What follows belongs to an exercise in optimizing a design on an open flow for a short achievable clock period and few clock cycles; a production flow would make more cautious choices. No functional check of the RTL was part of any run shown here. Power and IR drop assume default switching activity.

[flow/run.sh]
#!/bin/bash
# synth_recipe.tcl (not shown) runs the flow's synth.tcl, then flattens the netlist and writes it again
# the make line also repeats each setting of config.mk as NAME=value (left out here)
make -C /OpenROAD-flow-scripts/flow DESIGN_CONFIG=/design/flow/config.mk WORK_HOME=/design/flow/orfs CLKGATE_MAP_FILE= SYNTH_SCRIPT=/design/flow/synth_recipe.tcl finish
[flow/config.mk]
export PLATFORM = sky130hd
export DESIGN_NAME = CPU
export DESIGN_NICKNAME = CPU
export VERILOG_FILES = /design/flow/design.v
export SDC_FILE = /design/flow/constraint.sdc
export NUM_CORES = 4
export LEC_CHECK = 0
export ABC_CLOCK_PERIOD_IN_PS = 2400
export CAP_MARGIN = 20
export CORE_MARGIN = 2
export CORE_UTILIZATION = 40
export SETUP_SLACK_MARGIN = 4.6
export SLEW_MARGIN = 20
export TNS_END_PERCENT = 100
[flow/constraint.sdc]
create_clock -name core_clock -period 7.0 [get_ports {clk}]
set_input_delay 1.4000 -clock core_clock [delete_from_list [all_inputs] [get_ports {clk}]]
set_output_delay 1.4000 -clock core_clock [all_outputs]
set_load 0.01 [all_outputs]
[flow/design.v]
module CPU(
 input clk,
 input rst,
 output [9:0] imem_addr,
 input  [19:0] imem_rdata,
 output [9:0] dmem_addr,
 output [19:0] dmem_wdata,
 output dmem_we,
 input  [19:0] dmem_rdata
);
 reg  [9:0] fpc;           
 reg        dv;            
 assign imem_addr = fpc;
 wire [19:0] di = imem_rdata;
 wire [3:0]  dop = di[19:16];
 wire d_jump = dop == 4'h8;
 wire d_br   = dop[3] & (dop[2] | (dop[1] & dop[0]));
 wire d_bpred = d_br & di[7];                  
 wire d_redir = dv & (d_jump | d_bpred);
 wire [9:0] d_off = d_jump ? di[9:0] : {{5{di[7]}}, di[7:3]};
 wire [9:0] d_tgt = fpc + d_off;
 reg  [19:0] ir;
 reg         rv;
 reg  [9:0]  rpc1;         
 reg         rhold;        
 wire [3:0]  rop = ir[19:16];
 wire r_alu = ~rop[3];
 wire r_ld  = rop == 4'h9;
 wire r_st  = rop == 4'hA;
 wire r_br  = rop[3] & (rop[2] | (rop[1] & rop[0]));
 wire r_bpred = r_br & ir[7];
 wire [3:0] ra_addr = rop[3] ? ir[15:12] : ir[11:8];
 wire [3:0] rb_addr = rop[3] ? ir[11:8]  : ir[7:4];
 wire d_alu = ~dop[3];
 wire d_st  = dop == 4'hA;
 wire [3:0] d_aa = dop[3] ? di[15:12] : di[11:8];
 wire [3:0] d_ba = dop[3] ? di[11:8]  : di[7:4];
 wire d_usea = d_alu | d_st | d_br;
 wire d_useb = (d_alu & ~dop[0]) | d_br;
 wire d_lu = dv & rv & ~rhold & r_ld &
             ((d_usea & d_aa == ir[15:12]) | (d_useb & d_ba == ir[15:12]));
 reg  [19:0] ea, eb;
 reg         ev, e_wr, e_ld, e_br, e_bpred;
 reg  [3:0]  e_dst;
 reg  [1:0]  e_fn;
 reg  [2:0]  e_nzp;
 reg  [9:0]  e_alt;        
 reg  [9:0]  dma;
 reg  [19:0] dmw;
 reg         dmwe;
 assign dmem_addr  = dma;
 assign dmem_wdata = dmw;
 assign dmem_we    = dmwe;
 reg [19:0] e_res;
 always @(*) begin
  case (e_fn)
   2'b00: e_res = ea + eb;
   2'b01: e_res = ea & eb;
   2'b10: e_res = ea | eb;
   default: e_res = ea ^ eb;
  endcase
 end
 wire e_lt = $signed(ea) < $signed(eb);
 wire e_eq = ea == eb;
 wire e_gt = ~e_lt & ~e_eq;
 wire e_taken = (e_nzp[2] & e_lt) | (e_nzp[1] & e_eq) | (e_nzp[0] & e_gt);
 wire e_redir = ev & e_br & (e_taken ^ e_bpred);
 reg  [19:0] w_res;
 reg         w_wr, w_ld;
 reg  [3:0]  w_dst;
 wire [19:0] w_val = w_ld ? dmem_rdata : w_res;
 reg [19:0] rf [0:15];
 integer i;
 always @(posedge clk) begin
  if (rst) begin
   for (i = 0; i < 16; i = i + 1) rf[i] <= 20'd0;
  end else if (w_wr) begin
   rf[w_dst] <= w_val;
  end
 end
 wire e_fwd_ok = ev & e_wr & ~e_ld;
 wire [19:0] fa = (e_fwd_ok & e_dst == ra_addr) ? e_res :
                  (w_wr & w_dst == ra_addr) ? w_val : rf[ra_addr];
 wire [19:0] fb = (e_fwd_ok & e_dst == rb_addr) ? e_res :
                  (w_wr & w_dst == rb_addr) ? w_val : rf[rb_addr];
 wire r_go = rv & ~rhold & ~e_redir;      
 always @(posedge clk) begin
  if (rst) begin
   fpc <= 10'd1;           
   dv <= 1'b1;
   rv <= 1'b0;
   rhold <= 1'b0;
   ir <= 20'd0;
   rpc1 <= 10'd0;
   ev <= 1'b0;
   e_wr <= 1'b0; e_ld <= 1'b0; e_br <= 1'b0; e_bpred <= 1'b0;
   e_dst <= 4'd0; e_fn <= 2'd0; e_nzp <= 3'd0; e_alt <= 10'd0;
   ea <= 20'd0; eb <= 20'd0;
   dma <= 10'd0; dmw <= 20'd0; dmwe <= 1'b0;
   w_res <= 20'd0; w_wr <= 1'b0; w_ld <= 1'b0; w_dst <= 4'd0;
  end else begin
   if (e_redir) begin
    fpc <= e_alt;
    dv <= 1'b0;
   end else if (d_redir) begin
    fpc <= d_tgt;
    dv <= 1'b0;
   end else if (d_lu) begin
    dv <= 1'b0;
   end else begin
    fpc <= fpc + 10'd1;
    dv <= 1'b1;
   end
   rhold <= d_lu & ~e_redir;
   if (!rhold) begin
    ir <= di;
    rpc1 <= fpc;
    rv <= dv & ~e_redir & ~d_jump;
   end else if (e_redir) begin
    rv <= 1'b0;
   end
   ev <= r_go;
   e_wr <= r_go & (r_alu | r_ld);
   e_ld <= r_ld;
   e_br <= r_br;
   e_bpred <= r_bpred;
   e_dst <= ir[15:12];
   e_fn <= rop[2:1];
   e_nzp <= ir[2:0];
   e_alt <= r_bpred ? rpc1 : rpc1 + {{5{ir[7]}}, ir[7:3]};
   ea <= fa;
   eb <= (r_alu & rop[0]) ? {{12{ir[7]}}, ir[7:0]} : fb;
   dma <= ir[9:0];
   dmw <= fa;
   dmwe <= r_go & r_st;
   w_res <= e_res;
   w_wr <= e_wr;
   w_ld <= e_ld;
   w_dst <= e_dst;
  end
 end
endmodule
==> results by group, run 1 <==
Run status
  • Status: timing/DRC/antenna clean

Critical path
  • FF-to-FF path depth: 11
  • Slowest stage delay, CP: 0.37 ns
  • Worst Setup Path Type: input port to flip-flop
  • Slowest CP cell: fa_2
  • CP max FO: 3
  • Data required time at the worst endpoint: 7.48 ns
  • Crit-path cells: buf_8, nor3_4, a21oi_2, nand3b_1, nand3b_1, ha_2, fa_2, a21o_1, a211oi_2, nor2_1, o22ai_1, xnor2_1, mux2_4, nor2_2, nor3_1
  • Cell mode on critical path: nand3b_1
  • CP startpoint kind: input port
  • CP Capture Type: flip-flop
  • WP data arrival: 3.91 ns
  • Worst path bufs/invs: 1
  • WP depth: 15
  • Top cell family by delay on the critical path: simple AND/OR/NAND/NOR gates

Clock tree
  • Root buf cell: clkbuf_16
  • Clock-pin slew on the worst setup and hold paths: 0.06 ns
  • Clock Latency Late Sink: 0.62 ns
  • Total CTS buffers: 50
  • Hold_buf cts: 0
  • CTS H-tree depth: 2
  • Bufs on Longest Clock Path: 3
  • CTS sink cnt: 461
  • TritonCTS clock tree: built

Route
  • Mean routed wirelength per cell: 27.9 um
  • Starting DRT DRC Count: 2,771
  • TritonRoute pass-1 iters: 6
  • Vias per cell: 6.21
  • DRC errors left: 0
  • Vias: 22,300
  • Post-DRT Antenna Nets: 0
  • Routed wire length: 100,000 um

Synth
  • Mapped cell area: roughly 0.026 mm^2
  • Top cells by area, synth: edfxtp_1 37%, dfxtp_1 11%, mux4_2 9.1%, nor2_1 6.5%, mux2i_1 5.7%
  • Post-synth top area share: 36.9%
  • Register area share after synthesis: 47.8%
  • Leading area contributor after synthesis: edfxtp_1
  • Asr flop ratio synth: 0%
  • Ys Warns: 1
  • Dominant cell by count in the synthesized netlist: nor2_1
  • Post-synth EDFFs: 320
  • Synth cell types: 78
  • Synth Instances: ~2,500
  • Mean Syn Cell Area: 10.5 um^2
  • Mapped Nets: between 2,000 and 3,000
  • Synth Flop Type: edfxtp_1
  • Commonest cells post-synth: 450 x nor2_1, 320 x edfxtp_1, 276 x nand2_1
  • Synth Register Bits: 461

Placed design
  • HPWL Detailed: 52,600 um
  • Final GP Congestion: 0.948
  • Post-DP Area: 0.0279 mm^2
  • Post-place setup slack: 2.17 ns
  • Port Buf Inserts: 82

Global route
  • Total Routing Usage GR: 28.1%
  • Initial antenna violation count: 0
  • Largest net degree at the start of global routing: a little over 60
  • Vias in the first global route: 21,300
  • GRT overflow: 0
  • First-pass GRT wire length: around 140,000 um

Timing
  • Slack of the critical path: roughly 3.6 ns
  • Final Slew Violations: 0
  • Clock Skew: 0.0242 ns
  • WHS: between 0.4 and 0.5 ns
  • RSZ-0062 raised after global routing: yes
  • Post-layout minimum cycle time: 3.43 ns
  • Post-route clock period utilization: 48.9%
  • Worst Tran Pin Value: 1.08 ns
  • Final Hold Fails: 0
  • Max transition margin: 27.9%
  • Setup TNS Final: 0 ns
  • Max frequency: 292 MHz
  • Final setup viols: 0

Run
  • Max-cap viol count: 0

Cells and area
  • Fraction of layout cells with a size suffix above 1: 35.4%
  • Design area: 0.0354 mm^2
  • Layout Nets: approximately 2,800
  • Layout area overhead: 36.0%
  • Fill cells: 5,195

Die
  • Starting density of the core: ~40%
  • Height of the chip: 259 um
  • Die footprint: 0.0671 mm^2
  • Die X: about 260 um
  • Boundary pin count: 83
  • Core area: 0.0643 mm^2
  • Num rows: 93

Hold path
  • Worst hold path type: flip-flop to flip-flop
  • Hold Crit Depth: 1

Power
  • Lkg Pwr: ~13 nW
  • Sequential Power Share: between 30% and 40%
  • VDD IR max: 0.185 mV
  • Net Sw Power: 0.00242 W
  • PwrDens: 227 mW/mm^2
  • Sw Share: between 30 and 40%
  • Power share of the clock group: 35.6%
  • Tot Pwr: 0.00803 W
  • Int Pwr: between 0.005 and 0.006 W
  • Combinational share of power: 24.9%
==> cell type report <==
type / count / area, um^2 / area share, %
Clock buffer: 60 / 1350 / 3.82
Inverter: 72 / 285 / 0.806
Sequential cell: 461 / 12600 / 35.5
Tap cell: 855 / 1070 / 3.02
Clock inverter: 34 / 410 / 1.16
Timing Repair Buffer: 337 / 4340 / 12.3
Antenna cell: 1 / 2.50 / 0.00707
Multi-Input combinational cell: 1767 / 15400 / 43.4
==> worst register-to-register path, stage by stage, from the launching register on <==
cell and delay [ns]:
dfxtp_2 0.35, inv_4 0.05, ha_4 0.23, a211o_1 0.34, a2111oi_2 0.38, nor2_1 0.12
o2111a_2 0.33, buf_6 0.14, o21ai_4 0.14, a21o_1 0.18, a31oi_4 0.13, a221oi_2 0.32
==> registers in the layout, indices dropped and copies added (netlist names), 2 cells and up <==
| register | flops |
|---|---|
| rf | 320 |
| ea | 20 |
| eb | 20 |
| ir | 20 |
| w_res | 20 |
| dma | 10 |
| e_alt | 10 |
| fpc | 10 |
| rpc1 | 10 |
| e_dst | 4 |
| w_dst | 4 |
| e_fn | 2 |
==> routing by layer <==
layer  part of all wire [%]  GRT usage, %  routed length, um
met5                      0             0                  0
met4                    7.2          16.1               7180
met3                     10          5.91              10000
met2                     46          45.2              46000
met1                     37          35.1              36800
==> repair_timing <==
| action | in CTS | in global routing |
|---|---|---|
| gates cloned | 57 | 16 |
| resized for setup | 606 | 247 |
| pin swaps | 137 | 160 |
| setup endpoints to repair | 686 | 335 |
| setup buffers | 121 | 64 |
==> per-stage QoR <==
stage,utilization [%],cells
global route,55.0,3586
finish,55.0,3587
detailed placement,43.4,3234
CTS,52.4,3506
global placement,43.3,3233
floorplan,-,2467
==> logic make-up after synthesis <==
logic type | count (synthesis) | synth area share (%)
xor+xnor | 50 | 1.68
simple gates | 941 | 15.6
flops | 461 | 47.8
fa+ha+maj | 81 | 3.98
compound gates | 394 | 10.5
mux | 270 | 15.8
buf+inv | 270 | 4.70
==> power groups by stage <==
stage	clock network (W)	logic [W]	registers, W
after detailed placement	0	0.00132	0.00321
after floorplan	0	0.000932	0.00318
after CTS	0.00286	0.00177	0.00317
final	0.00286	0.00200	0.00318
after global placement	0	0.00130	0.00321
after global routing	0.00296	0.00208	0.00319
==> placed cells by master, fill, tap and decap left out, types with 51 or more instances in the layout <==
| master | Yosys | layout |
|---|---|---|
| mux4_2 | 105 | 105 |
| dfxtp_1 | 141 | 86 |
| nand2_1 | 276 | 220 |
| nor2_1 | 450 | 435 |
| a21oi_1 | 99 | 51 |
| mux2i_1 | 147 | 121 |
| buf_6 | 7 | 73 |
| inv_1 | 72 | 56 |
| edfxtp_1 | 320 | 320 |
| clkbuf_16 | 0 | 56 |
| buf_4 | 14 | 124 |
| ha_1 | 78 | 51 |
==> final timing paths <==
kind | from | slack [ns] | to
min reg2reg | e_ld$_SDFF_PP0_ | 0.47 | w_ld$_SDFF_PP0_
max | imem_rdata[16] | 3.57 | fpc[8]$_SDFFE_PP0P_
max reg2reg | eb[1]$_SDFF_PP0_ | 4.20 | eb[15]$_SDFF_PP0_
min | e_ld$_SDFF_PP0_ | 0.47 | w_ld$_SDFF_PP0_
==> inputs of run 2 (changes only) <==
==> flow/config.mk (replaced) <==
export PLATFORM = sky130hd
export DESIGN_NAME = CPU
export DESIGN_NICKNAME = CPU
export VERILOG_FILES = /design/flow/design.v
export SDC_FILE = /design/flow/constraint.sdc
export NUM_CORES = 4
export LEC_CHECK = 0
export CAP_MARGIN = 20
export CORE_MARGIN = 2
export CORE_UTILIZATION = 40
export SLEW_MARGIN = 20
==> run 2 against run 1 <==
Net effect: fmax fell by 25%; clock power fell by 5%; largest cell class unchanged; cell count fell by 6.5%; hold slack got worse by 0.0015 ns; critical path depth fell by 2.
==> results by group, run 2 <==
Critical path
  • WP data arrival: 4.99 ns (+1.08 ns)
  • Worst r2r src: ea[10]$_SDFF_PP0_
  • Worst Setup Path Type: input port to flip-flop
  • Setup crit start: imem_rdata[19]
  • CP startpoint kind: input port
  • CP max FO: 16 (+13)
  • Reg2Reg Setup Slack: 2.89 ns (-1.31 ns)
  • Data required time at the worst endpoint: 7.44 ns (-0.04 ns)
  • CP Capture Type: flip-flop

Hold path
  • Hold Path Origin: e_ld$_SDFF_PP0_
  • Worst hold path type: flip-flop to flip-flop

Cells and area
  • Most flops, register: rf
  • Fraction of layout cells with a size suffix above 1: 11.8% (-24 points)
  • Largest register FFs: 320 (unchanged)
  • Layout Nets: 2,583 (-8.1%)
  • Fill cells: 5,932 (+14%)
  • Most common cell after layout, fill and taps aside: nor2_1
  • Multi-input gate area: 0.0125 mm^2 (-19%)
  • Layout area overhead: 12.5%
  • Commonest non-fill, non-tap cells in the layout: 450 x nor2_1, 320 x edfxtp_1, 270 x nand2_1, 140 x mux2i_1, 140 x dfxtp_1
  • Fin util: 45.5% (-9.5 points)
  • Register area: 0.0124 mm^2 (-1.0%)

Synth
  • Dominant cell by count in the synthesized netlist: nor2_1
  • Post-synth top area share: 36.9% (unchanged)
  • Mean Syn Cell Area: 10.5 um^2 (unchanged)
  • Mapped Nets: 2,590 (unchanged)
  • Post-synth EDFFs: 320 (unchanged)
  • Ys Warns: 1 (unchanged)
  • Synth Register Bits: 461 (unchanged)
  • Synth Instances: 2,467 (unchanged)
  • Mapped cell area: 0.0260 mm^2 (unchanged)
  • Asr flop ratio synth: 0% (unchanged)
  • Register area share after synthesis: 47.8% (unchanged)
  • Synth cell types: 78 (unchanged)
  • Top cells by area, synth: edfxtp_1 37%, dfxtp_1 11%, mux4_2 9.1%, nor2_1 6.5%, mux2i_1 5.7%
  • Commonest cells post-synth: 450 x nor2_1, 320 x edfxtp_1, 276 x nand2_1
  • Synth Flop Type: edfxtp_1
  • Leading area contributor after synthesis: edfxtp_1

Timing
  • Clock Skew: 0.0367 ns (+0.0124 ns)
  • Final Hold Fails: 0 (unchanged)
  • Max transition margin: 25.8% (-2.2 points)
  • Final Slew Violations: 0 (unchanged)
  • Slack of the critical path: 2.46 ns (-1.12 ns)
  • Setup TNS Final: 0 ns (unchanged)
  • RSZ-0062 raised after global routing: no
  • Post-layout minimum cycle time: 4.54 ns (+1.12 ns)
  • Final setup viols: 0 (unchanged)
  • Max frequency: 220 MHz (-25%)
  • Post-route clock period utilization: 64.9% (+16 points)
  • Worst Tran Pin Value: 1.11 ns (+0.0338 ns)

Global route
  • Total Routing Usage GR: 23.4% (-4.7 points)
  • Largest net degree at the start of global routing: 115 (+89%)
  • Initial antenna violation count: 3 (+3)
  • Vias in the first global route: 19,100 (-10%)
  • First-pass GRT wire length: 120,000 um (-14%)
  • GRT overflow: 0 (unchanged)

Power
  • PwrDens: 246 mW/mm^2 (+8.6%)
  • Lkg Pwr: 10.3 nW (-19%)
  • VDD IR max: 0.197 mV (+6.4%)

Route
  • Post-DRT Antenna Nets: 0 (unchanged)
  • TritonRoute pass-1 iters: 5 (-1)
  • DRC errors left: 0 (unchanged)
  • Starting DRT DRC Count: 2,056 (-26%)
  • Vias per cell: 5.87 (-5.4%)
  • Mean routed wirelength per cell: 23.8 um (-15%)
  • Vias: 19,700 (-12%)
  • Routed wire length: 79,800 um (-20%)

Placed design
  • Port Buf Inserts: 82 (unchanged)
  • Final GP Congestion: 0.860 (-9.3%)
  • HPWL Detailed: 53,200 um (+1.1%)
  • Post-place setup slack: 1.87 ns (-0.301 ns)

Clock tree
  • Bufs on Longest Clock Path: 3 (unchanged)
  • Cts repair resizes: 0 (-100%)
  • CTS sink cnt: 461 (unchanged)
  • Post-CTS setup repair buffer count: 0 (-100%)
  • Root buf cell: clkbuf_16
  • Hold_buf cts: 0 (unchanged)
  • Clock-pin slew on the worst setup and hold paths: 0.06 ns (about the same)
  • Clock Latency Late Sink: 0.62 ns (about the same)
  • Total CTS buffers: 50 (unchanged)
  • TritonCTS clock tree: built
  • CTS H-tree depth: 2 (unchanged)

Die
  • Die footprint: 0.0671 mm^2 (unchanged)
  • Starting density of the core: 40.4% (unchanged)
  • Boundary pin count: 83 (unchanged)
  • Height of the chip: 259 um (unchanged)
  • Core area: 0.0643 mm^2 (unchanged)
  • Num rows: 93 (unchanged)
  • Die X: 259 um (unchanged)

Run
  • Max-cap viol count: 0 (unchanged)

Run status
  • Status: timing/DRC/antenna clean
-- run 2: cell counts after synthesis --
Identical to the previous run, type by type.
-- run 2: per-stage QoR --
step | cells | total power, W | hold slack, ns | instance area [um^2]
6_report | 3355 | 0.00721 | 0.465 | 29300
5_1_grt | 3354 | 0.00746 | 0.470 | 29300
4_1_cts | 3350 | 0.00721 | 0.466 | 29200
3_5_place_dp | 3259 | 0.00450 | 0.460 | 27500
3_3_place_gp | 3257 | 0.00448 | 0.452 | 27400
2_1_floorplan | 2467 | 0.00404 | 0.428 | 26000
-- run 2: final cells by class --
class / instances / share of cell area, %
Tap cell: 855 / 3.65
Clock inverter: 23 / 0.966
Inverter: 72 / 0.923
Sequential cell: 461 / 42.5
Antenna cell: 1 / 0.00855
Multi-Input combinational cell: 1736 / 42.6
Clock buffer: 68 / 4.79
Timing Repair Buffer: 139 / 4.56
-- run 2: kinds of logic (layout without fill, tap and decap cells) --
kind of cell	count (synthesis)	after routing	synth area share, %
AO/OA/AOI/OAI	394	394	10.5
XOR/XNOR	50	50	1.68
adder cells (fa/ha/maj)	81	81	3.98
buffers and inverters	270	302	4.70
flip-flops	461	461	47.8
multiplexers	270	270	15.8
other	0	1	0
AND/OR/NAND/NOR	941	941	15.6
-- run 2: report_power, final --
part | total [W] | switching (W) | internal [W]
combinational | 0.00133 | 0.000819 | 0.000506
clock | 0.00273 | 0.00114 | 0.00159
sequential | 0.00315 | 0.000104 | 0.00305
total | 0.00721 | 0.00206 | 0.00515
-- run 2: path summary, 6_finish.rpt --
path                               to  depth (start not counted)
setup / recovery  fpc[8]$_SDFFE_PP0P_                         13
hold / removal        w_ld$_SDFF_PP0_                          1
setup reg to reg      dmwe$_SDFF_PP0_                         10
hold reg to reg       w_ld$_SDFF_PP0_                          1
-- run 2: routing by layer --
metal / track usage [%] / routed length [um] / up-vias
met1: 32.3 / 33600 / 9770
li1: - / - / 8898
met3: 4.37 / 6640 / 135
met5: 0 / 27 / -
met4: 7.69 / 2390 / 4
met2: 37.3 / 37100 / 892
-- run 2: worst max-delay path: stages --
cell             delay, ns
clkdlybuf4s50_1       0.90
nand3b_1              0.42
nand3b_1              0.29
ha_1                  0.22
fa_1                  0.44
a21o_1                0.21
a211oi_1              0.25
nor2_1                0.10
o22ai_1               0.21
xnor2_1               0.09
mux2_2                0.26
nor2_1                0.11
nor3_1                0.07

==> what the ideal ports hide <==
How much do the figures lean on ideal ports? The routed layouts below were timed once more, with nothing changed but the port constraints.
Step 1, drivers: a clkbuf_16 drives clk and a buf_2 each remaining input, both assumed.
Step 2 times the ports against the registers' clock, not the clock port: input delays grow and output delays shrink by t, the midpoint of the rising clock arrivals with the driver on.
a / b / c = no drivers / after step 1 / after step 2; a / b = the first two.
run | t, ns | setup slack, ns | slew at the worst register clock pin (ns)
run 1 | 0.679 | 3.574 / 3.601 / 2.922 | 0.07 / 0.07
run 2 | 0.663 | 2.459 / 2.486 / 1.824 | 0.07 / 0.07
After both steps every run listed still meets setup and hold. The setup slack of run 1, which loses most, moves by +0.027 ns with the drivers and by -0.652 ns with both steps.
